Context: an optimization exercise on an open-source flow, tuned for small area. The choices shown serve that exercise and are no tape-out recipe.
In this exercise RTL edits were held to simulation tests only and were not proved equivalent to the original.

--- config.mk ---
export PLATFORM = sky130hd
export DESIGN_NAME = Post_top
export DESIGN_NICKNAME = Post_top
export VERILOG_FILES = /design/flow/design.v
export SDC_FILE = /design/flow/constraint.sdc
export NUM_CORES = 4
export LEC_CHECK = 0
export ABC_AREA = 1
export CAP_MARGIN = 20
export CORE_MARGIN = 2
export CORE_UTILIZATION = 60
export GPL_TIMING_DRIVEN = 0
export SLEW_MARGIN = 20
--- constraint.sdc ---
create_clock -name core_clock -period 12.0 [get_ports {clk}]
set_input_delay 2.4000 -clock core_clock [delete_from_list [all_inputs] [get_ports {clk}]]
set_output_delay 2.4000 -clock core_clock [all_outputs]
set_load 0.01 [all_outputs]
--- design.v ---
module BnMul (
  input  [14:0] r  ,
  input  [ 7:0] one,
  input  [ 7:0] two,
  input  [ 7:0] neg,
  output [15:0] q
);
  wire n1 = (one[0] & r[0]) ^ neg[0];
  wire n2 = ((one[0] & r[1]) | (two[0] & r[0])) ^ neg[0];
  wire n3 = ((one[0] & r[2]) | (two[0] & r[1])) ^ neg[0];
  wire n4 = ((one[0] & r[3]) | (two[0] & r[2])) ^ neg[0];
  wire n5 = ((one[0] & r[4]) | (two[0] & r[3])) ^ neg[0];
  wire n6 = ((one[0] & r[5]) | (two[0] & r[4])) ^ neg[0];
  wire n7 = ((one[0] & r[6]) | (two[0] & r[5])) ^ neg[0];
  wire n8 = ((one[0] & r[7]) | (two[0] & r[6])) ^ neg[0];
  wire n9 = ((one[0] & r[8]) | (two[0] & r[7])) ^ neg[0];
  wire n10 = ((one[0] & r[9]) | (two[0] & r[8])) ^ neg[0];
  wire n11 = ((one[0] & r[10]) | (two[0] & r[9])) ^ neg[0];
  wire n12 = ((one[0] & r[11]) | (two[0] & r[10])) ^ neg[0];
  wire n13 = ((one[0] & r[12]) | (two[0] & r[11])) ^ neg[0];
  wire n14 = ((one[0] & r[13]) | (two[0] & r[12])) ^ neg[0];
  wire n15 = ((one[0] & r[14]) | (two[0] & r[13])) ^ neg[0];
  wire n16 = (two[0] & r[14]) ^ neg[0];
  wire n17 = ~neg[0];
  wire n18 = (one[1] & r[0]) ^ neg[1];
  wire n19 = ((one[1] & r[1]) | (two[1] & r[0])) ^ neg[1];
  wire n20 = ((one[1] & r[2]) | (two[1] & r[1])) ^ neg[1];
  wire n21 = ((one[1] & r[3]) | (two[1] & r[2])) ^ neg[1];
  wire n22 = ((one[1] & r[4]) | (two[1] & r[3])) ^ neg[1];
  wire n23 = ((one[1] & r[5]) | (two[1] & r[4])) ^ neg[1];
  wire n24 = ((one[1] & r[6]) | (two[1] & r[5])) ^ neg[1];
  wire n25 = ((one[1] & r[7]) | (two[1] & r[6])) ^ neg[1];
  wire n26 = ((one[1] & r[8]) | (two[1] & r[7])) ^ neg[1];
  wire n27 = ((one[1] & r[9]) | (two[1] & r[8])) ^ neg[1];
  wire n28 = ((one[1] & r[10]) | (two[1] & r[9])) ^ neg[1];
  wire n29 = ((one[1] & r[11]) | (two[1] & r[10])) ^ neg[1];
  wire n30 = ((one[1] & r[12]) | (two[1] & r[11])) ^ neg[1];
  wire n31 = ((one[1] & r[13]) | (two[1] & r[12])) ^ neg[1];
  wire n32 = ((one[1] & r[14]) | (two[1] & r[13])) ^ neg[1];
  wire n33 = (two[1] & r[14]) ^ neg[1];
  wire n34 = ~neg[1];
  wire n35 = (one[2] & r[0]) ^ neg[2];
  wire n36 = ((one[2] & r[1]) | (two[2] & r[0])) ^ neg[2];
  wire n37 = ((one[2] & r[2]) | (two[2] & r[1])) ^ neg[2];
  wire n38 = ((one[2] & r[3]) | (two[2] & r[2])) ^ neg[2];
  wire n39 = ((one[2] & r[4]) | (two[2] & r[3])) ^ neg[2];
  wire n40 = ((one[2] & r[5]) | (two[2] & r[4])) ^ neg[2];
  wire n41 = ((one[2] & r[6]) | (two[2] & r[5])) ^ neg[2];
  wire n42 = ((one[2] & r[7]) | (two[2] & r[6])) ^ neg[2];
  wire n43 = ((one[2] & r[8]) | (two[2] & r[7])) ^ neg[2];
  wire n44 = ((one[2] & r[9]) | (two[2] & r[8])) ^ neg[2];
  wire n45 = ((one[2] & r[10]) | (two[2] & r[9])) ^ neg[2];
  wire n46 = ((one[2] & r[11]) | (two[2] & r[10])) ^ neg[2];
  wire n47 = ((one[2] & r[12]) | (two[2] & r[11])) ^ neg[2];
  wire n48 = ((one[2] & r[13]) | (two[2] & r[12])) ^ neg[2];
  wire n49 = ((one[2] & r[14]) | (two[2] & r[13])) ^ neg[2];
  wire n50 = (two[2] & r[14]) ^ neg[2];
  wire n51 = ~neg[2];
  wire n52 = (one[3] & r[0]) ^ neg[3];
  wire n53 = ((one[3] & r[1]) | (two[3] & r[0])) ^ neg[3];
  wire n54 = ((one[3] & r[2]) | (two[3] & r[1])) ^ neg[3];
  wire n55 = ((one[3] & r[3]) | (two[3] & r[2])) ^ neg[3];
  wire n56 = ((one[3] & r[4]) | (two[3] & r[3])) ^ neg[3];
  wire n57 = ((one[3] & r[5]) | (two[3] & r[4])) ^ neg[3];
  wire n58 = ((one[3] & r[6]) | (two[3] & r[5])) ^ neg[3];
  wire n59 = ((one[3] & r[7]) | (two[3] & r[6])) ^ neg[3];
  wire n60 = ((one[3] & r[8]) | (two[3] & r[7])) ^ neg[3];
  wire n61 = ((one[3] & r[9]) | (two[3] & r[8])) ^ neg[3];
  wire n62 = ((one[3] & r[10]) | (two[3] & r[9])) ^ neg[3];
  wire n63 = ((one[3] & r[11]) | (two[3] & r[10])) ^ neg[3];
  wire n64 = ((one[3] & r[12]) | (two[3] & r[11])) ^ neg[3];
  wire n65 = ((one[3] & r[13]) | (two[3] & r[12])) ^ neg[3];
  wire n66 = ((one[3] & r[14]) | (two[3] & r[13])) ^ neg[3];
  wire n67 = (two[3] & r[14]) ^ neg[3];
  wire n68 = ~neg[3];
  wire n69 = (one[4] & r[0]) ^ neg[4];
  wire n70 = ((one[4] & r[1]) | (two[4] & r[0])) ^ neg[4];
  wire n71 = ((one[4] & r[2]) | (two[4] & r[1])) ^ neg[4];
  wire n72 = ((one[4] & r[3]) | (two[4] & r[2])) ^ neg[4];
  wire n73 = ((one[4] & r[4]) | (two[4] & r[3])) ^ neg[4];
  wire n74 = ((one[4] & r[5]) | (two[4] & r[4])) ^ neg[4];
  wire n75 = ((one[4] & r[6]) | (two[4] & r[5])) ^ neg[4];
  wire n76 = ((one[4] & r[7]) | (two[4] & r[6])) ^ neg[4];
  wire n77 = ((one[4] & r[8]) | (two[4] & r[7])) ^ neg[4];
  wire n78 = ((one[4] & r[9]) | (two[4] & r[8])) ^ neg[4];
  wire n79 = ((one[4] & r[10]) | (two[4] & r[9])) ^ neg[4];
  wire n80 = ((one[4] & r[11]) | (two[4] & r[10])) ^ neg[4];
  wire n81 = ((one[4] & r[12]) | (two[4] & r[11])) ^ neg[4];
  wire n82 = ((one[4] & r[13]) | (two[4] & r[12])) ^ neg[4];
  wire n83 = ((one[4] & r[14]) | (two[4] & r[13])) ^ neg[4];
  wire n84 = (two[4] & r[14]) ^ neg[4];
  wire n85 = ~neg[4];
  wire n86 = (one[5] & r[0]) ^ neg[5];
  wire n87 = ((one[5] & r[1]) | (two[5] & r[0])) ^ neg[5];
  wire n88 = ((one[5] & r[2]) | (two[5] & r[1])) ^ neg[5];
  wire n89 = ((one[5] & r[3]) | (two[5] & r[2])) ^ neg[5];
  wire n90 = ((one[5] & r[4]) | (two[5] & r[3])) ^ neg[5];
  wire n91 = ((one[5] & r[5]) | (two[5] & r[4])) ^ neg[5];
  wire n92 = ((one[5] & r[6]) | (two[5] & r[5])) ^ neg[5];
  wire n93 = ((one[5] & r[7]) | (two[5] & r[6])) ^ neg[5];
  wire n94 = ((one[5] & r[8]) | (two[5] & r[7])) ^ neg[5];
  wire n95 = ((one[5] & r[9]) | (two[5] & r[8])) ^ neg[5];
  wire n96 = ((one[5] & r[10]) | (two[5] & r[9])) ^ neg[5];
  wire n97 = ((one[5] & r[11]) | (two[5] & r[10])) ^ neg[5];
  wire n98 = ((one[5] & r[12]) | (two[5] & r[11])) ^ neg[5];
  wire n99 = ((one[5] & r[13]) | (two[5] & r[12])) ^ neg[5];
  wire n100 = ((one[5] & r[14]) | (two[5] & r[13])) ^ neg[5];
  wire n101 = (two[5] & r[14]) ^ neg[5];
  wire n102 = ~neg[5];
  wire n103 = (one[6] & r[0]) ^ neg[6];
  wire n104 = ((one[6] & r[1]) | (two[6] & r[0])) ^ neg[6];
  wire n105 = ((one[6] & r[2]) | (two[6] & r[1])) ^ neg[6];
  wire n106 = ((one[6] & r[3]) | (two[6] & r[2])) ^ neg[6];
  wire n107 = ((one[6] & r[4]) | (two[6] & r[3])) ^ neg[6];
  wire n108 = ((one[6] & r[5]) | (two[6] & r[4])) ^ neg[6];
  wire n109 = ((one[6] & r[6]) | (two[6] & r[5])) ^ neg[6];
  wire n110 = ((one[6] & r[7]) | (two[6] & r[6])) ^ neg[6];
  wire n111 = ((one[6] & r[8]) | (two[6] & r[7])) ^ neg[6];
  wire n112 = ((one[6] & r[9]) | (two[6] & r[8])) ^ neg[6];
  wire n113 = ((one[6] & r[10]) | (two[6] & r[9])) ^ neg[6];
  wire n114 = ((one[6] & r[11]) | (two[6] & r[10])) ^ neg[6];
  wire n115 = ((one[6] & r[12]) | (two[6] & r[11])) ^ neg[6];
  wire n116 = ((one[6] & r[13]) | (two[6] & r[12])) ^ neg[6];
  wire n117 = ((one[6] & r[14]) | (two[6] & r[13])) ^ neg[6];
  wire n118 = (two[6] & r[14]) ^ neg[6];
  wire n119 = ~neg[6];
  wire n120 = (one[7] & r[0]) ^ neg[7];
  wire n121 = ((one[7] & r[1]) | (two[7] & r[0])) ^ neg[7];
  wire n122 = ((one[7] & r[2]) | (two[7] & r[1])) ^ neg[7];
  wire n123 = ((one[7] & r[3]) | (two[7] & r[2])) ^ neg[7];
  wire n124 = ((one[7] & r[4]) | (two[7] & r[3])) ^ neg[7];
  wire n125 = ((one[7] & r[5]) | (two[7] & r[4])) ^ neg[7];
  wire n126 = ((one[7] & r[6]) | (two[7] & r[5])) ^ neg[7];
  wire n127 = ((one[7] & r[7]) | (two[7] & r[6])) ^ neg[7];
  wire n128 = ((one[7] & r[8]) | (two[7] & r[7])) ^ neg[7];
  wire n129 = ((one[7] & r[9]) | (two[7] & r[8])) ^ neg[7];
  wire n130 = ((one[7] & r[10]) | (two[7] & r[9])) ^ neg[7];
  wire n131 = ((one[7] & r[11]) | (two[7] & r[10])) ^ neg[7];
  wire n132 = ((one[7] & r[12]) | (two[7] & r[11])) ^ neg[7];
  wire n133 = ((one[7] & r[13]) | (two[7] & r[12])) ^ neg[7];
  wire n134 = ((one[7] & r[14]) | (two[7] & r[13])) ^ neg[7];
  wire n135 = (two[7] & r[14]) ^ neg[7];
  wire n136 = ~neg[7];
  wire n137 = n11 ^ n26;
  wire n138 = n11 & n26;
  wire n139 = n12 ^ n27;
  wire n140 = n12 & n27;
  wire n141 = n13 ^ n28;
  wire n142 = n141 ^ n43;
  wire n143 = (n13 & n28) | (n141 & n43);
  wire n144 = n58 ^ n73;
  wire n145 = n58 & n73;
  wire n146 = n14 ^ n29;
  wire n147 = n146 ^ n44;
  wire n148 = (n14 & n29) | (n146 & n44);
  wire n149 = n59 ^ n74;
  wire n150 = n59 & n74;
  wire n151 = n15 ^ n30;
  wire n152 = n151 ^ n45;
  wire n153 = (n15 & n30) | (n151 & n45);
  wire n154 = n60 ^ n75;
  wire n155 = n154 ^ n90;
  wire n156 = (n60 & n75) | (n154 & n90);
  wire n157 = n105 ^ n120;
  wire n158 = n105 & n120;
  wire n159 = n16 ^ n31;
  wire n160 = n159 ^ n46;
  wire n161 = (n16 & n31) | (n159 & n46);
  wire n162 = n61 ^ n76;
  wire n163 = n162 ^ n91;
  wire n164 = (n61 & n76) | (n162 & n91);
  wire n165 = n106 ^ n121;
  wire n166 = n106 & n121;
  wire n167 = n17 ^ n32;
  wire n168 = n167 ^ n47;
  wire n169 = (n17 & n32) | (n167 & n47);
  wire n170 = n62 ^ n77;
  wire n171 = n170 ^ n92;
  wire n172 = (n62 & n77) | (n170 & n92);
  wire n173 = n107 ^ n122;
  wire n174 = n173 ^ 1'b1;
  wire n175 = (n107 & n122) | (n173 & 1'b1);
  wire n176 = n33 ^ n48;
  wire n177 = n176 ^ n63;
  wire n178 = (n33 & n48) | (n176 & n63);
  wire n179 = n78 ^ n93;
  wire n180 = n179 ^ n108;
  wire n181 = (n78 & n93) | (n179 & n108);
  wire n182 = n123 ^ 1'b1;
  wire n183 = n123 & 1'b1;
  wire n184 = n34 ^ n49;
  wire n185 = n184 ^ n64;
  wire n186 = (n34 & n49) | (n184 & n64);
  wire n187 = n79 ^ n94;
  wire n188 = n187 ^ n109;
  wire n189 = (n79 & n94) | (n187 & n109);
  wire n190 = n50 ^ n65;
  wire n191 = n190 ^ n80;
  wire n192 = (n50 & n65) | (n190 & n80);
  wire n193 = n95 ^ n110;
  wire n194 = n95 & n110;
  wire n195 = n51 ^ n66;
  wire n196 = n195 ^ n81;
  wire n197 = (n51 & n66) | (n195 & n81);
  wire n198 = n67 ^ n82;
  wire n199 = n67 & n82;
  wire n200 = n7 ^ n22;
  wire n201 = n7 & n22;
  wire n202 = n8 ^ n23;
  wire n203 = n8 & n23;
  wire n204 = n9 ^ n24;
  wire n205 = n204 ^ n39;
  wire n206 = (n9 & n24) | (n204 & n39);
  wire n207 = n54 ^ n69;
  wire n208 = n54 & n69;
  wire n209 = n10 ^ n25;
  wire n210 = n209 ^ n40;
  wire n211 = (n10 & n25) | (n209 & n40);
  wire n212 = n55 ^ n70;
  wire n213 = n55 & n70;
  wire n214 = n137 ^ n41;
  wire n215 = n214 ^ n56;
  wire n216 = (n137 & n41) | (n214 & n56);
  wire n217 = n71 ^ n86;
  wire n218 = n217 ^ neg[5];
  wire n219 = (n71 & n86) | (n217 & neg[5]);
  wire n220 = n138 ^ n139;
  wire n221 = n220 ^ n42;
  wire n222 = (n138 & n139) | (n220 & n42);
  wire n223 = n57 ^ n72;
  wire n224 = n223 ^ n87;
  wire n225 = (n57 & n72) | (n223 & n87);
  wire n226 = n140 ^ n142;
  wire n227 = n226 ^ n144;
  wire n228 = (n140 & n142) | (n226 & n144);
  wire n229 = n88 ^ n103;
  wire n230 = n229 ^ neg[6];
  wire n231 = (n88 & n103) | (n229 & neg[6]);
  wire n232 = n143 ^ n145;
  wire n233 = n232 ^ n147;
  wire n234 = (n143 & n145) | (n232 & n147);
  wire n235 = n149 ^ n89;
  wire n236 = n235 ^ n104;
  wire n237 = (n149 & n89) | (n235 & n104);
  wire n238 = n148 ^ n150;
  wire n239 = n238 ^ n152;
  wire n240 = (n148 & n150) | (n238 & n152);
  wire n241 = n155 ^ n157;
  wire n242 = n241 ^ neg[7];
  wire n243 = (n155 & n157) | (n241 & neg[7]);
  wire n244 = n153 ^ n156;
  wire n245 = n244 ^ n158;
  wire n246 = (n153 & n156) | (n244 & n158);
  wire n247 = n160 ^ n163;
  wire n248 = n247 ^ n165;
  wire n249 = (n160 & n163) | (n247 & n165);
  wire n250 = n161 ^ n164;
  wire n251 = n250 ^ n166;
  wire n252 = (n161 & n164) | (n250 & n166);
  wire n253 = n168 ^ n171;
  wire n254 = n253 ^ n174;
  wire n255 = (n168 & n171) | (n253 & n174);
  wire n256 = n169 ^ n172;
  wire n257 = n256 ^ n175;
  wire n258 = (n169 & n172) | (n256 & n175);
  wire n259 = n177 ^ n180;
  wire n260 = n259 ^ n182;
  wire n261 = (n177 & n180) | (n259 & n182);
  wire n262 = n178 ^ n181;
  wire n263 = n262 ^ n183;
  wire n264 = (n178 & n181) | (n262 & n183);
  wire n265 = n185 ^ n188;
  wire n266 = n265 ^ n124;
  wire n267 = (n185 & n188) | (n265 & n124);
  wire n268 = n186 ^ n189;
  wire n269 = n268 ^ n191;
  wire n270 = (n186 & n189) | (n268 & n191);
  wire n271 = n193 ^ n125;
  wire n272 = n271 ^ 1'b1;
  wire n273 = (n193 & n125) | (n271 & 1'b1);
  wire n274 = n192 ^ n194;
  wire n275 = n274 ^ n196;
  wire n276 = (n192 & n194) | (n274 & n196);
  wire n277 = n96 ^ n111;
  wire n278 = n277 ^ n126;
  wire n279 = (n96 & n111) | (n277 & n126);
  wire n280 = n197 ^ n198;
  wire n281 = n280 ^ n97;
  wire n282 = (n197 & n198) | (n280 & n97);
  wire n283 = n112 ^ n127;
  wire n284 = n283 ^ 1'b1;
  wire n285 = (n112 & n127) | (n283 & 1'b1);
  wire n286 = n199 ^ n68;
  wire n287 = n286 ^ n83;
  wire n288 = (n199 & n68) | (n286 & n83);
  wire n289 = n98 ^ n113;
  wire n290 = n289 ^ n128;
  wire n291 = (n98 & n113) | (n289 & n128);
  wire n292 = n84 ^ n99;
  wire n293 = n292 ^ n114;
  wire n294 = (n84 & n99) | (n292 & n114);
  wire n295 = n129 ^ 1'b1;
  wire n296 = n129 & 1'b1;
  wire n297 = n85 ^ n100;
  wire n298 = n297 ^ n115;
  wire n299 = (n85 & n100) | (n297 & n115);
  wire n300 = n101 ^ n116;
  wire n301 = n101 & n116;
  wire n302 = n5 ^ n20;
  wire n303 = n5 & n20;
  wire n304 = n6 ^ n21;
  wire n305 = n6 & n21;
  wire n306 = n200 ^ n37;
  wire n307 = n306 ^ n52;
  wire n308 = (n200 & n37) | (n306 & n52);
  wire n309 = n201 ^ n202;
  wire n310 = n309 ^ n38;
  wire n311 = (n201 & n202) | (n309 & n38);
  wire n312 = n203 ^ n205;
  wire n313 = n312 ^ n207;
  wire n314 = (n203 & n205) | (n312 & n207);
  wire n315 = n206 ^ n208;
  wire n316 = n315 ^ n210;
  wire n317 = (n206 & n208) | (n315 & n210);
  wire n318 = n211 ^ n213;
  wire n319 = n318 ^ n215;
  wire n320 = (n211 & n213) | (n318 & n215);
  wire n321 = n216 ^ n219;
  wire n322 = n321 ^ n221;
  wire n323 = (n216 & n219) | (n321 & n221);
  wire n324 = n222 ^ n225;
  wire n325 = n324 ^ n227;
  wire n326 = (n222 & n225) | (n324 & n227);
  wire n327 = n228 ^ n231;
  wire n328 = n327 ^ n233;
  wire n329 = (n228 & n231) | (n327 & n233);
  wire n330 = n234 ^ n237;
  wire n331 = n330 ^ n239;
  wire n332 = (n234 & n237) | (n330 & n239);
  wire n333 = n240 ^ n243;
  wire n334 = n333 ^ n245;
  wire n335 = (n240 & n243) | (n333 & n245);
  wire n336 = n246 ^ n249;
  wire n337 = n336 ^ n251;
  wire n338 = (n246 & n249) | (n336 & n251);
  wire n339 = n252 ^ n255;
  wire n340 = n339 ^ n257;
  wire n341 = (n252 & n255) | (n339 & n257);
  wire n342 = n258 ^ n261;
  wire n343 = n342 ^ n263;
  wire n344 = (n258 & n261) | (n342 & n263);
  wire n345 = n264 ^ n267;
  wire n346 = n345 ^ n269;
  wire n347 = (n264 & n267) | (n345 & n269);
  wire n348 = n270 ^ n273;
  wire n349 = n348 ^ n275;
  wire n350 = (n270 & n273) | (n348 & n275);
  wire n351 = n276 ^ n279;
  wire n352 = n351 ^ n281;
  wire n353 = (n276 & n279) | (n351 & n281);
  wire n354 = n282 ^ n285;
  wire n355 = n354 ^ n287;
  wire n356 = (n282 & n285) | (n354 & n287);
  wire n357 = n288 ^ n291;
  wire n358 = n357 ^ n293;
  wire n359 = (n288 & n291) | (n357 & n293);
  wire n360 = n294 ^ n296;
  wire n361 = n360 ^ n298;
  wire n362 = (n294 & n296) | (n360 & n298);
  wire n363 = n299 ^ n300;
  wire n364 = n363 ^ n131;
  wire n365 = (n299 & n300) | (n363 & n131);
  wire n366 = n301 ^ n102;
  wire n367 = n366 ^ n117;
  wire n368 = (n301 & n102) | (n366 & n117);
  wire n369 = n118 ^ n133;
  wire n370 = n118 & n133;
  wire n371 = n3 ^ n18;
  wire n372 = n3 & n18;
  wire n373 = n4 ^ n19;
  wire n374 = n4 & n19;
  wire n375 = n302 ^ n35;
  wire n376 = n375 ^ neg[2];
  wire n377 = (n302 & n35) | (n375 & neg[2]);
  wire n378 = n303 ^ n304;
  wire n379 = n378 ^ n36;
  wire n380 = (n303 & n304) | (n378 & n36);
  wire n381 = n305 ^ n307;
  wire n382 = n381 ^ neg[3];
  wire n383 = (n305 & n307) | (n381 & neg[3]);
  wire n384 = n308 ^ n310;
  wire n385 = n384 ^ n53;
  wire n386 = (n308 & n310) | (n384 & n53);
  wire n387 = n311 ^ n313;
  wire n388 = n387 ^ neg[4];
  wire n389 = (n311 & n313) | (n387 & neg[4]);
  wire n390 = n314 ^ n316;
  wire n391 = n390 ^ n212;
  wire n392 = (n314 & n316) | (n390 & n212);
  wire n393 = n317 ^ n319;
  wire n394 = n393 ^ n218;
  wire n395 = (n317 & n319) | (n393 & n218);
  wire n396 = n320 ^ n322;
  wire n397 = n396 ^ n224;
  wire n398 = (n320 & n322) | (n396 & n224);
  wire n399 = n323 ^ n325;
  wire n400 = n399 ^ n230;
  wire n401 = (n323 & n325) | (n399 & n230);
  wire n402 = n326 ^ n328;
  wire n403 = n402 ^ n236;
  wire n404 = (n326 & n328) | (n402 & n236);
  wire n405 = n329 ^ n331;
  wire n406 = n405 ^ n242;
  wire n407 = (n329 & n331) | (n405 & n242);
  wire n408 = n332 ^ n334;
  wire n409 = n408 ^ n248;
  wire n410 = (n332 & n334) | (n408 & n248);
  wire n411 = n335 ^ n337;
  wire n412 = n411 ^ n254;
  wire n413 = (n335 & n337) | (n411 & n254);
  wire n414 = n338 ^ n340;
  wire n415 = n414 ^ n260;
  wire n416 = (n338 & n340) | (n414 & n260);
  wire n417 = n341 ^ n343;
  wire n418 = n417 ^ n266;
  wire n419 = (n341 & n343) | (n417 & n266);
  wire n420 = n344 ^ n346;
  wire n421 = n420 ^ n272;
  wire n422 = (n344 & n346) | (n420 & n272);
  wire n423 = n347 ^ n349;
  wire n424 = n423 ^ n278;
  wire n425 = (n347 & n349) | (n423 & n278);
  wire n426 = n350 ^ n352;
  wire n427 = n426 ^ n284;
  wire n428 = (n350 & n352) | (n426 & n284);
  wire n429 = n353 ^ n355;
  wire n430 = n429 ^ n290;
  wire n431 = (n353 & n355) | (n429 & n290);
  wire n432 = n356 ^ n358;
  wire n433 = n432 ^ n295;
  wire n434 = (n356 & n358) | (n432 & n295);
  wire n435 = n359 ^ n361;
  wire n436 = n435 ^ n130;
  wire n437 = (n359 & n361) | (n435 & n130);
  wire n438 = n362 ^ n364;
  wire n439 = n438 ^ 1'b1;
  wire n440 = (n362 & n364) | (n438 & 1'b1);
  wire n441 = n365 ^ n367;
  wire n442 = n441 ^ n132;
  wire n443 = (n365 & n367) | (n441 & n132);
  wire n444 = n368 ^ n369;
  wire n445 = n444 ^ 1'b1;
  wire n446 = (n368 & n369) | (n444 & 1'b1);
  wire n447 = n370 ^ n119;
  wire n448 = n447 ^ n134;
  wire n449 = (n370 & n119) | (n447 & n134);
  wire n450 = n135 ^ 1'b1;
  wire n451 = n135 & 1'b1;
  wire n452 = n1 ^ neg[0];
  wire n453 = n1 & neg[0];
  wire n454 = n2 ^ n453;
  wire n455 = n2 & n453;
  wire n456 = n371 ^ neg[1];
  wire n457 = n456 ^ n455;
  wire n458 = (n371 & neg[1]) | (n456 & n455);
  wire n459 = n372 ^ n373;
  wire n460 = n459 ^ n458;
  wire n461 = (n372 & n373) | (n459 & n458);
  wire n462 = n374 ^ n376;
  wire n463 = n462 ^ n461;
  wire n464 = (n374 & n376) | (n462 & n461);
  wire n465 = n377 ^ n379;
  wire n466 = n465 ^ n464;
  wire n467 = (n377 & n379) | (n465 & n464);
  wire n468 = n380 ^ n382;
  wire n469 = n468 ^ n467;
  wire n470 = (n380 & n382) | (n468 & n467);
  wire n471 = n383 ^ n385;
  wire n472 = n471 ^ n470;
  wire n473 = (n383 & n385) | (n471 & n470);
  wire n474 = n386 ^ n388;
  wire n475 = n474 ^ n473;
  wire n476 = (n386 & n388) | (n474 & n473);
  wire n477 = n389 ^ n391;
  wire n478 = n477 ^ n476;
  wire n479 = (n389 & n391) | (n477 & n476);
  wire n480 = n392 ^ n394;
  wire n481 = n480 ^ n479;
  wire n482 = (n392 & n394) | (n480 & n479);
  wire n483 = n395 ^ n397;
  wire n484 = n483 ^ n482;
  wire n485 = (n395 & n397) | (n483 & n482);
  wire n486 = n398 ^ n400;
  wire n487 = n486 ^ n485;
  wire n488 = (n398 & n400) | (n486 & n485);
  wire n489 = n401 ^ n403;
  wire n490 = n489 ^ n488;
  wire n491 = (n401 & n403) | (n489 & n488);
  wire n492 = n404 ^ n406;
  wire n493 = n492 ^ n491;
  wire n494 = (n404 & n406) | (n492 & n491);
  wire n495 = n407 ^ n409;
  wire n496 = n495 ^ n494;
  wire n497 = (n407 & n409) | (n495 & n494);
  wire n498 = n410 ^ n412;
  wire n499 = n498 ^ n497;
  wire n500 = (n410 & n412) | (n498 & n497);
  wire n501 = n413 ^ n415;
  wire n502 = n501 ^ n500;
  wire n503 = (n413 & n415) | (n501 & n500);
  wire n504 = n416 ^ n418;
  wire n505 = n504 ^ n503;
  wire n506 = (n416 & n418) | (n504 & n503);
  wire n507 = n419 ^ n421;
  wire n508 = n507 ^ 1'b0;
  wire n509 = (n419 & n421) | (n507 & 1'b0);
  wire n510 = n422 ^ n424;
  wire n511 = n510 ^ n509;
  wire n512 = (n422 & n424) | (n510 & n509);
  wire n513 = n425 ^ n427;
  wire n514 = n513 ^ n512;
  wire n515 = (n425 & n427) | (n513 & n512);
  wire n516 = n428 ^ n430;
  wire n517 = n516 ^ n515;
  wire n518 = (n428 & n430) | (n516 & n515);
  wire n519 = n431 ^ n433;
  wire n520 = n519 ^ n518;
  wire n521 = (n431 & n433) | (n519 & n518);
  wire n522 = n434 ^ n436;
  wire n523 = n522 ^ n521;
  wire n524 = (n434 & n436) | (n522 & n521);
  wire n525 = n437 ^ n439;
  wire n526 = n525 ^ n524;
  wire n527 = (n437 & n439) | (n525 & n524);
  wire n528 = n440 ^ n442;
  wire n529 = n528 ^ n527;
  wire n530 = (n440 & n442) | (n528 & n527);
  wire n531 = n443 ^ n445;
  wire n532 = n531 ^ n530;
  wire n533 = (n443 & n445) | (n531 & n530);
  wire n534 = n446 ^ n448;
  wire n535 = n534 ^ n533;
  wire n536 = (n446 & n448) | (n534 & n533);
  wire n537 = n449 ^ n450;
  wire n538 = n537 ^ n536;
  wire n539 = (n449 & n450) | (n537 & n536);
  wire n540 = n451 ^ n136;
  wire n541 = n540 ^ n539;
  wire n542 = (n451 & n136) | (n540 & n539);
  wire n543 = n419 ^ n421;
  wire n544 = n543 ^ 1'b1;
  wire n545 = (n419 & n421) | (n543 & 1'b1);
  wire n546 = n422 ^ n424;
  wire n547 = n546 ^ n545;
  wire n548 = (n422 & n424) | (n546 & n545);
  wire n549 = n425 ^ n427;
  wire n550 = n549 ^ n548;
  wire n551 = (n425 & n427) | (n549 & n548);
  wire n552 = n428 ^ n430;
  wire n553 = n552 ^ n551;
  wire n554 = (n428 & n430) | (n552 & n551);
  wire n555 = n431 ^ n433;
  wire n556 = n555 ^ n554;
  wire n557 = (n431 & n433) | (n555 & n554);
  wire n558 = n434 ^ n436;
  wire n559 = n558 ^ n557;
  wire n560 = (n434 & n436) | (n558 & n557);
  wire n561 = n437 ^ n439;
  wire n562 = n561 ^ n560;
  wire n563 = (n437 & n439) | (n561 & n560);
  wire n564 = n440 ^ n442;
  wire n565 = n564 ^ n563;
  wire n566 = (n440 & n442) | (n564 & n563);
  wire n567 = n443 ^ n445;
  wire n568 = n567 ^ n566;
  wire n569 = (n443 & n445) | (n567 & n566);
  wire n570 = n446 ^ n448;
  wire n571 = n570 ^ n569;
  wire n572 = (n446 & n448) | (n570 & n569);
  wire n573 = n449 ^ n450;
  wire n574 = n573 ^ n572;
  wire n575 = (n449 & n450) | (n573 & n572);
  wire n576 = n451 ^ n136;
  wire n577 = n576 ^ n575;
  wire n578 = (n451 & n136) | (n576 & n575);
  wire n579 = n506 ? n544 : n508;
  wire n580 = n506 ? n547 : n511;
  wire n581 = n506 ? n550 : n514;
  wire n582 = n506 ? n553 : n517;
  wire n583 = n506 ? n556 : n520;
  wire n584 = n506 ? n559 : n523;
  wire n585 = n506 ? n562 : n526;
  wire n586 = n506 ? n565 : n529;
  wire n587 = n506 ? n568 : n532;
  wire n588 = n506 ? n571 : n535;
  wire n589 = n506 ? n574 : n538;
  wire n590 = n506 ? n577 : n541;
  wire [30:0] p = {n590, n589, n588, n587, n586, n585, n584, n583, n582, n581, n580, n579, n505, n502, n499, n496, n493, n490, n487, n484, n481, n478, n475, n472, n469, n466, n463, n460, n457, n454, n452};
  wire        ovf = p[30:26] != {5{p[30]}};
  assign q = ovf ? {p[30], {15{~p[30]}}} : p[26:11];
endmodule
module Post_top #(
  parameter INT_BITS  = 4,
  parameter POX       = 4,
  parameter POY       = 4,
  parameter CHANNEL_N = 2
) (
  input                             clk              ,
  input                             rst              ,
  input  [CHANNEL_N*POY*POX*16-1:0] mac_to_serializer,
  input                             mac_output_valid ,
  input  [         $clog2(POY)-1:0] mac_valid_number ,
  input  [                    15:0] K                ,
  input  [                    15:0] B                ,
  input  [              POX*16-1:0] bias             ,
  output [              POX*16-1:0] relu_out         ,
  output                            relu_out_valid   ,
  output [              POX*16-1:0] post_out         ,
  output                            post_out_valid   ,
  output [            POX/2*16-1:0] pooling_out      ,
  output                            pooling_out_valid
);
  reg  [447:0] chain;
  reg          active;
  reg  [  2:0] cnt;        
  reg  [  1:0] rm1;        
  always @(posedge clk) begin
    if (mac_output_valid) chain[383:0] <= mac_to_serializer[447:64];
    else                  chain[383:0] <= chain[447:64];
    chain[447:384] <= mac_to_serializer[511:448];
  end
  always @(posedge clk or posedge rst) begin
    if (rst) begin
      active <= 1'b0;
      cnt    <= 3'd0;
      rm1    <= 2'd0;
    end
    else if (mac_output_valid) begin
      active <= 1'b1;
      cnt    <= 3'd1;
      rm1    <= mac_valid_number - 1'b1;
    end
    else if (active) begin
      cnt <= cnt + 1'b1;
      if (cnt == {rm1, 1'b1}) active <= 1'b0;
    end
  end
  wire [ 1:0] slot = (cnt > {1'b0, rm1}) ? ~rm1 : 2'd0;
  reg  [63:0] chain_row;
  always @(*) begin
    case (slot)
      2'd0:    chain_row = chain[ 63:  0];
      2'd1:    chain_row = chain[127: 64];
      2'd2:    chain_row = chain[191:128];
      default: chain_row = chain[255:192];
    endcase
  end
  wire [63:0] row    = mac_output_valid ? mac_to_serializer[63:0] : chain_row;
  wire        row_ok = mac_output_valid | active;
  reg  [59:0] relu_r;
  reg         v1, v2;
  genvar x, i;
  generate
    for (x = 0; x < POX; x = x + 1) begin : g_relu
      wire [15:0] a = row[16*x +: 16];
      wire [15:0] b = bias[16*x +: 16];
      wire [15:0] h = a ^ b;
      wire [16:0] c;
      assign c[0] = 1'b0;
      for (i = 0; i < 16; i = i + 1) begin : g_c
        assign c[i+1] = (a[i] & b[i]) | (h[i] & c[i]);
      end
      wire [15:0] s = h ^ c[15:0];
      always @(posedge clk) relu_r[15*x +: 15] <= s[15] ? 15'd0 : s[14:0];
      assign relu_out[16*x +: 16] = {1'b0, relu_r[15*x +: 15]};
    end
  endgenerate
  always @(posedge clk or posedge rst) begin
    if (rst) begin
      v1 <= 1'b0;
      v2 <= 1'b0;
    end
    else begin
      v1 <= row_ok;
      v2 <= v1;
    end
  end
  assign relu_out_valid = v1;
  wire [16:0] kx = {K, 1'b0};
  reg  [ 7:0] one, two, neg;
  always @(posedge clk) begin : p_booth
    integer j;
    for (j = 0; j < 8; j = j + 1) begin
      one[j] <= kx[2*j+1] ^ kx[2*j];
      two[j] <= (kx[2*j+2] & ~kx[2*j+1] & ~kx[2*j]) | (~kx[2*j+2] & kx[2*j+1] & kx[2*j]);
      neg[j] <= kx[2*j+2];
    end
  end
  reg [63:0] q_r;
  generate
    for (x = 0; x < POX; x = x + 1) begin : g_mul
      wire [15:0] q;
      BnMul U_BnMul (
        .r  (relu_r[15*x +: 15]),
        .one(one               ),
        .two(two               ),
        .neg(neg               ),
        .q  (q                 )
      );
      always @(posedge clk) q_r[16*x +: 16] <= q;
    end
  endgenerate
  generate
    for (x = 0; x < POX; x = x + 1) begin : g_bn
      wire [15:0] a = q_r[16*x +: 16];
      wire [15:0] h = a ^ B;
      wire [16:0] c;
      assign c[0] = 1'b0;
      for (i = 0; i < 16; i = i + 1) begin : g_c
        assign c[i+1] = (a[i] & B[i]) | (h[i] & c[i]);
      end
      assign post_out[16*x +: 16] = h ^ c[15:0];
    end
  endgenerate
  assign post_out_valid = v2;
  reg        second;
  reg [31:0] pool_r;
  reg        pool_valid;
  generate
    for (x = 0; x < POX/2; x = x + 1) begin : g_pool
      wire [15:0] a = post_out[32*x +: 16];
      wire [15:0] b = post_out[32*x+16 +: 16];
      wire [15:0] m = pool_r[16*x +: 16];
      wire [16:0] ab, ma, mb;
      assign ab[0] = 1'b0;
      assign ma[0] = 1'b0;
      assign mb[0] = 1'b0;
      for (i = 0; i < 16; i = i + 1) begin : g_cmp
        if (i < 15) begin : g_lo
          assign ab[i+1] = (a[i] & ~b[i]) | (a[i] & ab[i]) | (~b[i] & ab[i]);
          assign ma[i+1] = (m[i] & ~a[i]) | (m[i] & ma[i]) | (~a[i] & ma[i]);
          assign mb[i+1] = (m[i] & ~b[i]) | (m[i] & mb[i]) | (~b[i] & mb[i]);
        end
        else begin : g_hi
          assign ab[i+1] = (~a[i] & b[i]) | (~a[i] & ab[i]) | (b[i] & ab[i]);
          assign ma[i+1] = (~m[i] & a[i]) | (~m[i] & ma[i]) | (a[i] & ma[i]);
          assign mb[i+1] = (~m[i] & b[i]) | (~m[i] & mb[i]) | (b[i] & mb[i]);
        end
      end
      wire [15:0] ab_max = ab[16] ? a : b;
      always @(posedge clk)
        pool_r[16*x +: 16] <= (second & ma[16] & mb[16]) ? m : ab_max;
    end
  endgenerate
  always @(posedge clk or posedge rst) begin
    if (rst) begin
      second     <= 1'b0;
      pool_valid <= 1'b0;
    end
    else begin
      if (v2) second <= ~second;
      pool_valid <= v2 & second;
    end
  end
  assign pooling_out       = pool_r;
  assign pooling_out_valid = pool_valid;
endmodule
--- flow/run.sh ---
#!/bin/bash
# The standard layout with these changes:
#  - synthesis maps with an area-oriented ABC script (flow/abc_area.script)
#    and skips the generic pre-mapping ABC pass (synth -noabc); the
#    registers, their names and cell types are those of the standard
#    synthesis;
#  - the port buffers are the smallest buffer (buf_1) rather than the one
#    buffer_ports picks by default;
#  - CTS uses clkbuf_8 for larger sink clusters and no dummy loads.
# make's output goes to a log per call here; ORFS's step logs are under orfs/logs/.
set -euo pipefail
rm -rf scripts_local
cp -r "$FLOW_HOME/scripts" scripts_local
cp flow/abc_area.script scripts_local/abc_area.script
bash standard.sh "SCRIPTS_DIR=$PWD/scripts_local" "SYNTH_ARGS=-noabc" synth > make_synth.log 2>&1
bash standard.sh "BUFFER_PORTS_ARGS=-buffer_cell sky130_fd_sc_hd__buf_1" \
  "CTS_ARGS=-sink_clustering_enable -repair_clock_nets -buf_list sky130_fd_sc_hd__clkbuf_8 -sink_clustering_size 16 -sink_clustering_max_diameter 60 -dont_use_dummy_load" \
  finish > make_finish.log 2>&1
--- flow/abc_area.script ---
strash
dc2
dch -f
amap
topo
--- standard.sh ---
#!/bin/bash
# synth_recipe.tcl (not shown) runs the flow's synth.tcl, then flattens the netlist and writes it again
# the make line also repeats each setting of config.mk as NAME=value (left out here)
make -C /OpenROAD-flow-scripts/flow DESIGN_CONFIG=/design/flow/config.mk WORK_HOME=/design/flow/orfs CLKGATE_MAP_FILE= SYNTH_SCRIPT=/design/flow/synth_recipe.tcl "${@:-finish}"
==> impl_results.md, run 1 <==
* Status: complete, no violations
* Critical path's slowest cell: fa_1
* I/O pins at 776
* DR WL/cell at 24.4 µm
* Root Driver: clkbuf_8
* Max Clock Freq at between 80 and 90 MHz
* DPL Wire Length at 104 mm
* Antenna violations before repair at 18
* Pre-CTS WS at -1580 ps
* Fin Clk Skew at 108 ps
* Max Cap Violations at 0
* Crit Path Category: primary input to primary output
* Final-report max-slew violation count at 0
* Crit-path most repeated cell: fa_1
* Die area at 73,200 µm²
* Worst path required time at 9600 ps
* Cell Area, Synth at 42,700 µm²
* Post-synthesis register bit count at 638
* TritonCTS clock tree: done
* DIE WIDTH at between 200 and 300 µm
* Most common cell after layout, fill and taps aside: buf_1
* Most frequent cells in the layout: buf_1, dfxtp_1, nand2_1
* Clock transition at path regs at 100 ps
* Fraction of registers with async set/reset at 0.0157
* Synth cell types at 37
* Post-synth top area share at 0.280
* DRC at 0
* Row count at 97
* FF/Latch Area at 13,200 µm²
* Dpl cells at 6,219
* Dominant cells by area after synthesis: dfxtp_1, fa_1, a22o_1
* Routed vias at 40,832
* Clock Sinks at between 600 and 700
* Total GRT Usage at 0.413
* Final WL at 156 mm
* Relative slew slack at 0.204
* Slowest stage delay, CP at 430 ps
* Post-route insts no fill at 6,396
* Nets at 6,740
* Worst Path Max Fanout at 4
* CP top delay family: adder cells
* Clock buffer depth at 3
* DRT iter0 DRCs at roughly 5,300
* Tcrit/Tclk final at 0.978
* Footprint of the multi-input gates at roughly 29,000 µm²
* DR vias/cell at around 6.4
* CP arrival at 9330 ps
* Core Util, Final at 0.719
* # fillers at 5,598
* Number of enable flip-flop cells after synthesis at 32
* Post-Syn Instances at between 4,000 and 5,000
* Largest net degree at the start of global routing at 129
* Register area share after synthesis at 0.308
* Worst setup margin at 266 ps
* Vias in the first global route at 38,675
* Skew-Pair Late Insertion Delay at 730 ps
* Routed Antenna Nets at 0
* H-tree Lvls at 2
* Grt ovf at 0
* Core region area at 70,100 µm²
* Post-CTS Hold Fix Bufs at 0
* Layout cells sized above 1 at 0.0772
* Final min period at between 10,000 and 15,000 ps
* Drt first pass iters at 10
* Startpoint Class: primary input
* YS warnings at 1
* Final Hold Fails at 0
* Synth area leader: dfxtp_1
* DIE HEIGHT at 271 µm
* CP cell instances: buf_1, ha_1, fa_1, fa_1, fa_1, fa_1, fa_1, fa_1, fa_1, fa_1, fa_1, fa_1, fa_1, fa_1, fa_1, fa_1, a21oi_1, nand2_1, o21ai_1, clkinv_1, buf_1
* Syn-to-layout area delta at 18.3%
* # port buffers at 771
* First-pass GRT wire length at about 230 mm
* Initial Utilization at 0.608
* RePlAce Congestion at between 0.9 and 1
* Mean Syn Cell Area at 9.54 µm²
* Actual slew at the worst max-slew pin at 1190 ps
* Sum of buffers and inverters on the critical path at 3
* CP endpoint kind: primary output
* Hold crit path type: flip-flop to flip-flop
* CTS buffer count at 53
* Final setup violation count at 0
* Primary FF master, synth: dfxtp_1
[final cells by class]
type | count | area share
inverter | 407 | 0.0397
buffer | 8 | 0.00119
sequential | 638 | 0.262
timing repair inverter | 21 | 0.00533
clock buffer | 53 | 0.0145
tap | 940 | 0.0233
multi-input combinational | 3420 | 0.566
timing repair buffer | 895 | 0.0877
antenna | 14 | 0.000695
[cells by family after synthesis]
group	Yosys count	synth area share
other	1	0.0000879
adder cells (fa/ha/maj)	683	0.293
flip-flops	638	0.308
AO/OA/AOI/OAI	1773	0.272
buffers and inverters	415	0.0372
AND/OR/NAND/NOR	960	0.0894
[sequential cells by signal, summed over array words and instances, names as in the netlist]
name and cells:
second 1, chain 448, two 8, cnt 3, pool_valid 1, rm1 2
relu_r 60, pool_r 32, v1 1, v2 1, active 1, q_r 64
one 8, neg 8
[final timing paths]
check / end / cells past startpoint / start
worst max-delay path: post_out[47] / 21 / B[0]
worst min-delay path: v2 / 0 / v1
worst max register to register: q_r[32] / 39 / neg[5]
worst min register to register: v2 / 0 / v1
max in group asynchronous: active / 2 / rst
min in group asynchronous: v2 / 2 / rst
[routing by layer]
metal | up-vias | track usage | wire length, µm
met5 | - | 0 | 32
met4 | 4 | 0.232 | 10500
met3 | 575 | 0.111 | 19600
met2 | 2780 | 0.638 | 70200
met1 | 19235 | 0.526 | 55800
li1 | 18238 | - | -
[synthesized netlist by cell type (2+ instances only)]
cell and number:
a41o_1 4, a21o_1 17, o21a_1 5, ha_1 155, a211oi_1 2, o21bai_1 4
fa_1 528, a31oi_1 3, nand2_1 564, clkinv_1 407, o221a_1 5, a22oi_1 8
dfxtp_1 596, nor2_1 309, o211ai_1 2, nor2b_1 73, or2_0 8, dfrtp_1 10
o221ai_1 21, nor3_1 4, a22o_1 380, a222oi_1 70, o21ai_0 565, a21oi_1 173
o32ai_1 4, buf_4 8, o22ai_1 485, edfxtp_1 32, o31ai_1 2, a221oi_1 19
[metrics by stage]
stage               hold WS (ps)  instance area (µm²)  setup TNS [ps]
CTS                          391                49800               0
detailed placement           379                47800          -86320
global placement             376                47000               -
floorplan                    416                42900            -136
finish                       395                50400               0
global route                 414                50400            -360
[repair_timing]
item | CTS | global route
cloned | 20 | 1
setup buffers | 50 | 39
endpoints found under the setup margin | 64 | 65
pin swaps | 17 | 63
hold endpoints to repair | 0 | 0
gates resized for setup | 180 | 86
==> run 2: changes to the inputs <==
--- a/design.v
+++ b/design.v
@@ -513,12 +513,12 @@
   wire n506 = (n416 & n418) | (n504 & n503);
   wire n507 = n419 ^ n421;
-  wire n508 = n507 ^ 1'b0;
-  wire n509 = (n419 & n421) | (n507 & 1'b0);
+  wire n508 = n507 ^ n506;
+  wire n509 = (n419 & n421) | (n507 & n506);
   wire n510 = n422 ^ n424;
   wire n511 = n510 ^ n509;
   wire n512 = (n422 & n424) | (n510 & n509);
   wire n513 = n425 ^ n427;
-  wire n514 = n513 ^ n512;
-  wire n515 = (n425 & n427) | (n513 & n512);
+  wire n514 = n513 ^ 1'b0;
+  wire n515 = (n425 & n427) | (n513 & 1'b0);
   wire n516 = n428 ^ n430;
   wire n517 = n516 ^ n515;
@@ -548,53 +548,45 @@
   wire n541 = n540 ^ n539;
   wire n542 = (n451 & n136) | (n540 & n539);
-  wire n543 = n419 ^ n421;
+  wire n543 = n425 ^ n427;
   wire n544 = n543 ^ 1'b1;
-  wire n545 = (n419 & n421) | (n543 & 1'b1);
-  wire n546 = n422 ^ n424;
+  wire n545 = (n425 & n427) | (n543 & 1'b1);
+  wire n546 = n428 ^ n430;
   wire n547 = n546 ^ n545;
-  wire n548 = (n422 & n424) | (n546 & n545);
-  wire n549 = n425 ^ n427;
+  wire n548 = (n428 & n430) | (n546 & n545);
+  wire n549 = n431 ^ n433;
   wire n550 = n549 ^ n548;
-  wire n551 = (n425 & n427) | (n549 & n548);
-  wire n552 = n428 ^ n430;
+  wire n551 = (n431 & n433) | (n549 & n548);
+  wire n552 = n434 ^ n436;
   wire n553 = n552 ^ n551;
-  wire n554 = (n428 & n430) | (n552 & n551);
-  wire n555 = n431 ^ n433;
+  wire n554 = (n434 & n436) | (n552 & n551);
+  wire n555 = n437 ^ n439;
   wire n556 = n555 ^ n554;
-  wire n557 = (n431 & n433) | (n555 & n554);
-  wire n558 = n434 ^ n436;
+  wire n557 = (n437 & n439) | (n555 & n554);
+  wire n558 = n440 ^ n442;
   wire n559 = n558 ^ n557;
-  wire n560 = (n434 & n436) | (n558 & n557);
-  wire n561 = n437 ^ n439;
+  wire n560 = (n440 & n442) | (n558 & n557);
+  wire n561 = n443 ^ n445;
   wire n562 = n561 ^ n560;
-  wire n563 = (n437 & n439) | (n561 & n560);
-  wire n564 = n440 ^ n442;
+  wire n563 = (n443 & n445) | (n561 & n560);
+  wire n564 = n446 ^ n448;
   wire n565 = n564 ^ n563;
-  wire n566 = (n440 & n442) | (n564 & n563);
-  wire n567 = n443 ^ n445;
+  wire n566 = (n446 & n448) | (n564 & n563);
+  wire n567 = n449 ^ n450;
   wire n568 = n567 ^ n566;
-  wire n569 = (n443 & n445) | (n567 & n566);
-  wire n570 = n446 ^ n448;
+  wire n569 = (n449 & n450) | (n567 & n566);
+  wire n570 = n451 ^ n136;
   wire n571 = n570 ^ n569;
-  wire n572 = (n446 & n448) | (n570 & n569);
-  wire n573 = n449 ^ n450;
-  wire n574 = n573 ^ n572;
-  wire n575 = (n449 & n450) | (n573 & n572);
-  wire n576 = n451 ^ n136;
-  wire n577 = n576 ^ n575;
-  wire n578 = (n451 & n136) | (n576 & n575);
-  wire n579 = n506 ? n544 : n508;
-  wire n580 = n506 ? n547 : n511;
-  wire n581 = n506 ? n550 : n514;
-  wire n582 = n506 ? n553 : n517;
-  wire n583 = n506 ? n556 : n520;
-  wire n584 = n506 ? n559 : n523;
-  wire n585 = n506 ? n562 : n526;
-  wire n586 = n506 ? n565 : n529;
-  wire n587 = n506 ? n568 : n532;
-  wire n588 = n506 ? n571 : n535;
-  wire n589 = n506 ? n574 : n538;
-  wire n590 = n506 ? n577 : n541;
-  wire [30:0] p = {n590, n589, n588, n587, n586, n585, n584, n583, n582, n581, n580, n579, n505, n502, n499, n496, n493, n490, n487, n484, n481, n478, n475, n472, n469, n466, n463, n460, n457, n454, n452};
+  wire n572 = (n451 & n136) | (n570 & n569);
+  wire n573 = (n512 & n544) | (~n512 & n514);
+  wire n574 = (n512 & n547) | (~n512 & n517);
+  wire n575 = (n512 & n550) | (~n512 & n520);
+  wire n576 = (n512 & n553) | (~n512 & n523);
+  wire n577 = (n512 & n556) | (~n512 & n526);
+  wire n578 = (n512 & n559) | (~n512 & n529);
+  wire n579 = (n512 & n562) | (~n512 & n532);
+  wire n580 = (n512 & n565) | (~n512 & n535);
+  wire n581 = (n512 & n568) | (~n512 & n538);
+  wire n582 = (n512 & n571) | (~n512 & n541);
+  wire [30:0] p = {n582, n581, n580, n579, n578, n577, n576, n575, n574, n573, n511, n508, n505, n502, n499, n496, n493, n490, n487, n484, n481, n478, n475, n472, n469, n466, n463, n460, n457, n454, n452};
   wire        ovf = p[30:26] != {5{p[30]}};
   assign q = ovf ? {p[30], {15{~p[30]}}} : p[26:11];
--- a/config.mk
+++ b/config.mk
@@ -9,5 +9,5 @@
 export CAP_MARGIN = 20
 export CORE_MARGIN = 2
-export CORE_UTILIZATION = 60
+export CORE_UTILIZATION = 50
 export GPL_TIMING_DRIVEN = 0
 export SLEW_MARGIN = 20
==> impl_results.md, run 2 <==
* Initial Utilization at 0.504 (was 0.608)
* Most common cell after layout, fill and taps aside: buf_1 (unchanged)
* Grt ovf at 0 (unchanged)
* Final-report max-slew violation count at 0 (unchanged)
* TritonCTS clock tree: done (unchanged)
* Worst r2r path cells at 27 (was 39)
* # Post-CTS Setup Buffers at 0 (was 50)
* Drt first pass iters at 7 (was 10)
* Root Driver: clkbuf_8 (unchanged)
* Largest net degree at the start of global routing at 113 (was 129)
* Skew-Pair Late Insertion Delay at 770 ps (was 730 ps)
* # port buffers at 771 (unchanged)
* Mean Syn Cell Area at 9.62 µm² (was 9.54 µm²)
* Cell Area, Synth at 43,700 µm² (was 42,700 µm²)
* DR WL/cell at 25.3 µm (was 24.4 µm)
* Final WL at 168 mm (was 156 mm)
* Routed Antenna Nets at 0 (unchanged)
* CTS buffer count at 60 (was 53)
* Count leader, synth: dfxtp_1 (unchanged)
* Nets at 6,761 (was 6,740)
* DPL Wire Length at 125 mm (was 104 mm)
* Largest registers: chain (448), q_r (64), relu_r (60) (unchanged)
* RePlAce Congestion at 0.963 (was 0.986)
* # fillers at 8,000 (was 5,598)
* Startpoint Class: primary input (unchanged)
* Crit Path Category: primary input to primary output (unchanged)
* Dominant cells by area after synthesis: dfxtp_1, fa_1, a22o_1 (unchanged)
* DRC at 0 (unchanged)
* Clock Sinks at 638 (unchanged)
* Final Hold Fails at 0 (unchanged)
* Final setup violation count at 0 (unchanged)
* I/O pins at 776 (unchanged)
* Die area at 89,800 µm² (was 73,200 µm²)
* Number of enable flip-flop cells after synthesis at 32 (unchanged)
* Syn-to-layout area delta at 14.9% (was 18.3%)
* Post-synth top area share at 0.273 (was 0.280)
* Hold path startpoint: v1 (unchanged)
* DIE HEIGHT at 300 µm (was 271 µm)
* Commonest cells in the netlist: dfxtp_1, nand2_1, fa_1, o21ai_0, o22ai_1 (was dfxtp_1, o21ai_0, nand2_1, fa_1, o22ai_1)
* Post-Syn Instances at 4,544 (was 4,470)
* H-tree Lvls at 2 (unchanged)
* DRT iter0 DRCs at 4,937 (was 5,320)
* Unrepaired setup endpoints after global routing: false
* Max Cap Violations at 0 (unchanged)
* Core region area at 86,800 µm² (was 70,100 µm²)
* Total GRT Usage at 0.365 (was 0.413)
* Synth area leader: dfxtp_1 (unchanged)
* WHS Endpoint: v2 (unchanged)
* Primary FF master, synth: dfxtp_1 (unchanged)
* Hold WS at 394 ps (was 395 ps)
* DR vias/cell at 6.09 (was 6.38)
* First-pass GRT wire length at 248 mm (was 233 mm)
* Max Clock Freq at 85.3 MHz (was 85.2 MHz)
* Antenna violations before repair at 60 (was 18)
* Worst Path Max Fanout at 5 (was 4)
* Setup TNS at 0 ps (unchanged)
* WHS Path Cells at 0 (unchanged)
* Worst path required time at 9600 ps (about the same)
* Row count at 108 (was 97)
* Hold crit path type: flip-flop to flip-flop (unchanged)
* Status: complete, no violations (unchanged)
* Crit path from: B[0] (unchanged)
* Routed vias at 40,312 (was 40,832)
* Clock buffer depth at 3 (unchanged)
* CP endpoint kind: primary output (unchanged)
* Most frequent cells in the layout: buf_1, dfxtp_1, nand2_1 (unchanged)
* Post-CTS Hold Fix Bufs at 0 (unchanged)
* Register area share after synthesis at 0.301 (was 0.308)
* RR Startpoint: one[0] (was neg[5])
* Layout cells sized above 1 at 0.0295 (was 0.0772)
* Final instance area at 50,300 µm² (was 50,400 µm²)
* Relative slew slack at 0.217 (was 0.204)
* Final min period at 11,720 ps (was 11,730 ps)
* CP arrival at 9320 ps (was 9330 ps)
* Fraction of registers with async set/reset at 0.0157 (unchanged)
* Core Util, Final at 0.579 (was 0.719)
* YS warnings at 1 (unchanged)
* Clock transition at path regs at 50 ps (was 100 ps)
* Actual slew at the worst max-slew pin at 1170 ps (was 1190 ps)
* Largest register by flop count: chain (unchanged)
* Post-synthesis register bit count at 638 (unchanged)
* Worst reg2reg path endpoint: q_r[26] (was q_r[32])
* DIE WIDTH at 300 µm (was 271 µm)
* Tcrit/Tclk final at 0.976 (was 0.978)
* Synth cell types at 38 (was 37)
* Fin Clk Skew at 94.5 ps (was 108 ps)
* Max reg flops at 448 (unchanged)
* Vias in the first global route at 37,806 (was 38,675)
* Resized Gates After CTS at 0 (was 180)
* Placed Area at 49,300 µm² (was 47,800 µm²)
==> run 2: cell types whose count changed in the layout (fill, tap and decap cells not counted), moves of 36 or more <==
cell / before / now
o22ai_1: 455 / 491
nor2_1: 302 / 261
fa_2: 51 / 0
clkinv_1: 330 / 399
fa_1: 477 / 560
buf_4: 88 / 14
==> run 2: per-stage QoR <==
stage	setup slack, ps	instances
4_1_cts	131	6582
3_5_place_dp	138	6522
6_report	283	6620
3_3_place_gp	-29580	6473
2_1_floorplan	378	4547
5_1_grt	22.8	6607
==> run 2: per-layer routing <==
layer  vias up  wire [µm]  GRT usage
met5         -        212          0
li1      18409          -          -
met1     19472      69700      0.513
met3       247      18300     0.0890
met4        32       5130      0.110
met2      2152      74200      0.559
==> run 2: cell type report <==
cell class	instances	area, µm²	share of cell area
multi-input combinational	3477	29000	0.577
sequential	638	13200	0.262
timing repair buffer	820	3970	0.0789
inverter	424	1690	0.0337
tap	1155	1450	0.0288
clock buffer	60	826	0.0164
antenna	38	95.1	0.00189
buffer	8	60.1	0.00120
==> run 2: worst max-delay path, stage by stage <==
cell      delay [ps]
buf_1            170
ha_1             260
fa_1             380
fa_1             390
fa_1             400
fa_1             410
fa_1             400
fa_1             390
fa_1             390
fa_1             400
fa_1             410
fa_1             400
fa_1             400
fa_1             390
fa_1             400
fa_1             400
a21oi_1          210
nand2_1           70
o21ai_1          240
clkinv_1         230
buf_1            170
==> run 2: how the worst max path moves through the flow <==
stage | to | slack (ps)
final | post_out[47] | 280
after global routing | post_out[63] | 20
after CTS | post_out[15] | 130
after detailed placement | post_out[15] | 140
after global placement | relu_r[13] | -29580
after floorplan | q_r[10] | 380
==> run 2: logic make-up (layout without fill, tap and decap cells) <==
logic type,count (synthesis),count (layout),synth area share
flip-flops,638,638,0.301
AO/OA/AOI/OAI,1804,1804,0.272
AND/OR/NAND/NOR,950,950,0.0878
buffers and inverters,432,1312,0.0378
adder cells (fa/ha/maj),719,719,0.302
other,1,42,0.0000858
==> run 3: changes to the inputs <==
--- a/config.mk
+++ b/config.mk
@@ -9,5 +9,5 @@
 export CAP_MARGIN = 20
 export CORE_MARGIN = 2
-export CORE_UTILIZATION = 50
+export CORE_UTILIZATION = 60
 export GPL_TIMING_DRIVEN = 0
 export SLEW_MARGIN = 20
==> impl_results.md, run 3 <==
* Resized Gates After CTS at 0 (unchanged)
* CP arrival at 9460 ps (was 9320 ps)
* DRC at 0 (unchanged)
* Most frequent cells in the layout: buf_1, dfxtp_1, nand2_1 (unchanged)
* Nets at 6,758 (was 6,761)
* Worst r2r path cells at 29 (was 27)
* Final min period at 11,860 ps (was 11,720 ps)
* DR WL/cell at 26.1 µm (was 25.3 µm)
* Fraction of registers with async set/reset at 0.0157 (unchanged)
* Unrepaired setup endpoints after global routing: false (unchanged)
* Clock Sinks at 638 (unchanged)
* Relative slew slack at 0.298 (was 0.217)
* Grt ovf at 0 (unchanged)
* DRT iter0 DRCs at 6,040 (was 4,937)
* CP endpoint kind: primary output (unchanged)
* WHS Path Cells at 0 (unchanged)
* Largest registers: chain (448), q_r (64), relu_r (60) (unchanged)
* CTS buffer count at 53 (was 60)
* Vias in the first global route at 38,872 (was 37,806)
* Largest register by flop count: chain (unchanged)
* Routed Antenna Nets at 0 (unchanged)
* Final Hold Fails at 0 (unchanged)
* Max Cap Violations at 0 (unchanged)
* Synth cell types at 38 (unchanged)
* Largest net degree at the start of global routing at 113 (unchanged)
* Max reg flops at 448 (unchanged)
* Post-CTS Hold Fix Bufs at 0 (unchanged)
* Clock transition at path regs at 60 ps (was 50 ps)
* DIE HEIGHT at 274 µm (was 300 µm)
* Initial Utilization at 0.609 (was 0.504)
* Number of enable flip-flop cells after synthesis at 32 (unchanged)
* DR vias/cell at 6.49 (was 6.09)
* Setup TNS at 0 ps (unchanged)
* I/O pins at 776 (unchanged)
* Count leader, synth: dfxtp_1 (unchanged)
* Post-Syn Instances at 4,544 (unchanged)
* Worst path required time at 9600 ps (about the same)
* Synth area leader: dfxtp_1 (unchanged)
* # port buffers at 771 (unchanged)
* Fin Clk Skew at 85.9 ps (was 94.5 ps)
* TritonCTS clock tree: done (unchanged)
* Final-report max-slew violation count at 0 (unchanged)
* Final setup violation count at 0 (unchanged)
* # Post-CTS Setup Buffers at 0 (unchanged)
* Syn-to-layout area delta at 14.2% (was 14.9%)
* YS warnings at 1 (unchanged)
* Skew-Pair Late Insertion Delay at 720 ps (was 770 ps)
* Row count at 98 (was 108)
* Cell Area, Synth at 43,700 µm² (unchanged)
* DPL Wire Length at 127 mm (was 125 mm)
* Post-synth top area share at 0.273 (unchanged)
* Drt first pass iters at 10 (was 7)
* Total GRT Usage at 0.439 (was 0.365)
* Root Driver: clkbuf_8 (unchanged)
* Core region area at 71,900 µm² (was 86,800 µm²)
* Hold WS at 379 ps (was 394 ps)
* Routed vias at 41,567 (was 40,312)
* Layout cells sized above 1 at 0.0293 (was 0.0295)
* Startpoint Class: primary input (unchanged)
* Register area share after synthesis at 0.301 (unchanged)
* RePlAce Congestion at 1.04 (was 0.963)
* Primary FF master, synth: dfxtp_1 (unchanged)
* Crit Path Category: primary input to primary output (unchanged)
* Commonest cells in the netlist: dfxtp_1, nand2_1, fa_1, o21ai_0, o22ai_1 (unchanged)
* Max Clock Freq at 84.3 MHz (was 85.3 MHz)
* Actual slew at the worst max-slew pin at 1040 ps (was 1170 ps)
* Status: complete, no violations (unchanged)
* First-pass GRT wire length at 247 mm (was 248 mm)
* Most common cell after layout, fill and taps aside: buf_1 (unchanged)
* Antenna violations before repair at 49 (was 60)
* Mean Syn Cell Area at 9.62 µm² (unchanged)
* Hold crit path type: flip-flop to flip-flop (unchanged)
* Die area at 75,000 µm² (was 89,800 µm²)
* Dominant cells by area after synthesis: dfxtp_1, fa_1, a22o_1 (unchanged)
* Tcrit/Tclk final at 0.988 (was 0.976)
* Worst Path Max Fanout at 4 (was 5)
* DIE WIDTH at 274 µm (was 300 µm)
* Clock buffer depth at 3 (unchanged)
* Post-synthesis register bit count at 638 (unchanged)
* Final WL at 167 mm (was 168 mm)
* H-tree Lvls at 2 (unchanged)
[run 3: cell count changes in the layout (fill, tap and decap cells not counted), moves of 2 or more]
cell and delta:
diode_2 -9, clkbuf_8 -7, clkinv_2 +5, clkinv_4 -4
buf_12 +6, buf_16 -2
[run 3: critical path: stages]
cell and delay, ps:
buf_1 190, ha_1 270, fa_1 390, fa_1 410, fa_1 400, fa_1 390, fa_1 400, fa_1 420
fa_1 400, fa_1 450, fa_1 420, fa_1 410, fa_1 410, fa_1 400, fa_1 400, fa_1 400
nor2_1 120, a21oi_1 60, o21ai_0 390, clkinv_1 180, buf_1 170
[run 3: routing by layer]
layer,global-route usage,up-vias,share of wire
met5,0,-,0.0018
met4,0.165,42,0.041
met3,0.188,435,0.16
met2,0.627,2940,0.42
met1,0.591,19799,0.38
li1,-,18351,-
[run 3: logic make-up after synthesis]
kind of cell             Yosys count  share of synthesized area
other                              1                  0.0000858
adder cells (fa/ha/maj)          719                      0.302
buffers and inverters            432                     0.0378
flip-flops                       638                      0.301
AND/OR/NAND/NOR                  950                     0.0878
AO/OA/AOI/OAI                   1804                      0.272
[run 3: layout make-up]
class | count | area (µm²)
plain buffers | 8 | 60.1
flip-flops and latches | 638 | 13200
repair buffers | 824 | 4030
inverters | 424 | 1660
diodes | 29 | 72.6
well taps | 950 | 1190
fillers | 5885 | 21900
multi-input cells | 3477 | 29000
clock buffers | 53 | 729
[run 3: stage by stage]
stage               instance area (µm²)  cells  setup slack (ps)  utilization
CTS                               49800   6374              86.2        0.694
global route                      49900   6389              15.4        0.694
finish                            49900   6403               138        0.695
global placement                  47800   6268            -28010        0.665
detailed placement                49100   6321               101        0.683
floorplan                         43700   4547               378            -
[run 3: final timing paths]
kind / from / endpoint / slack [ps]
max: B[0] / post_out[31] / 140
min: v1 / v2 / 380
max reg2reg: neg[0] / q_r[16] / 540
min reg2reg: v1 / v2 / 380
max in group asynchronous: rst / cnt[2] / 10160
min in group asynchronous: rst / rm1[1] / 1610

[afterwards: timing with drivers on the ports]
The results above use ideal ports. As a check the final layouts listed here were re-extracted and re-timed, cells and wires unchanged. Step 1 (the two cells are an assumption about what drives the block):
set clk [get_ports {clk}]
set_driving_cell -lib_cell sky130_fd_sc_hd__clkbuf_16 $clk
set_driving_cell -lib_cell sky130_fd_sc_hd__buf_2 [delete_from_list [all_inputs] $clk]
Step 2 also shifts input and output timing later by t, the mid clock arrival at the registers, as if the neighbouring blocks saw the same clock. a / b / c = ideal ports / drivers / drivers and shift; a / b = the first two.
| run | t, ns | slack for setup (ns) | worst register clock-pin slew, ns | worst data-port slew with drivers (ns) |
|---|---|---|---|---|
| run 1 | 0.744 | 0.266 / 0.246 / 0.246 | 0.11 / 0.11 | 0.18 |
| run 2 | 0.805 | 0.283 / 0.252 / 0.252 | 0.11 / 0.11 | 0.24 |
| run 3 | 0.752 | 0.138 / 0.115 / 0.115 | 0.11 / 0.11 | 0.25 |
After both steps every run listed still meets setup and hold. The setup slack of run 2, which loses most, moves by -0.031 ns with the drivers and by -0.031 ns with both steps.
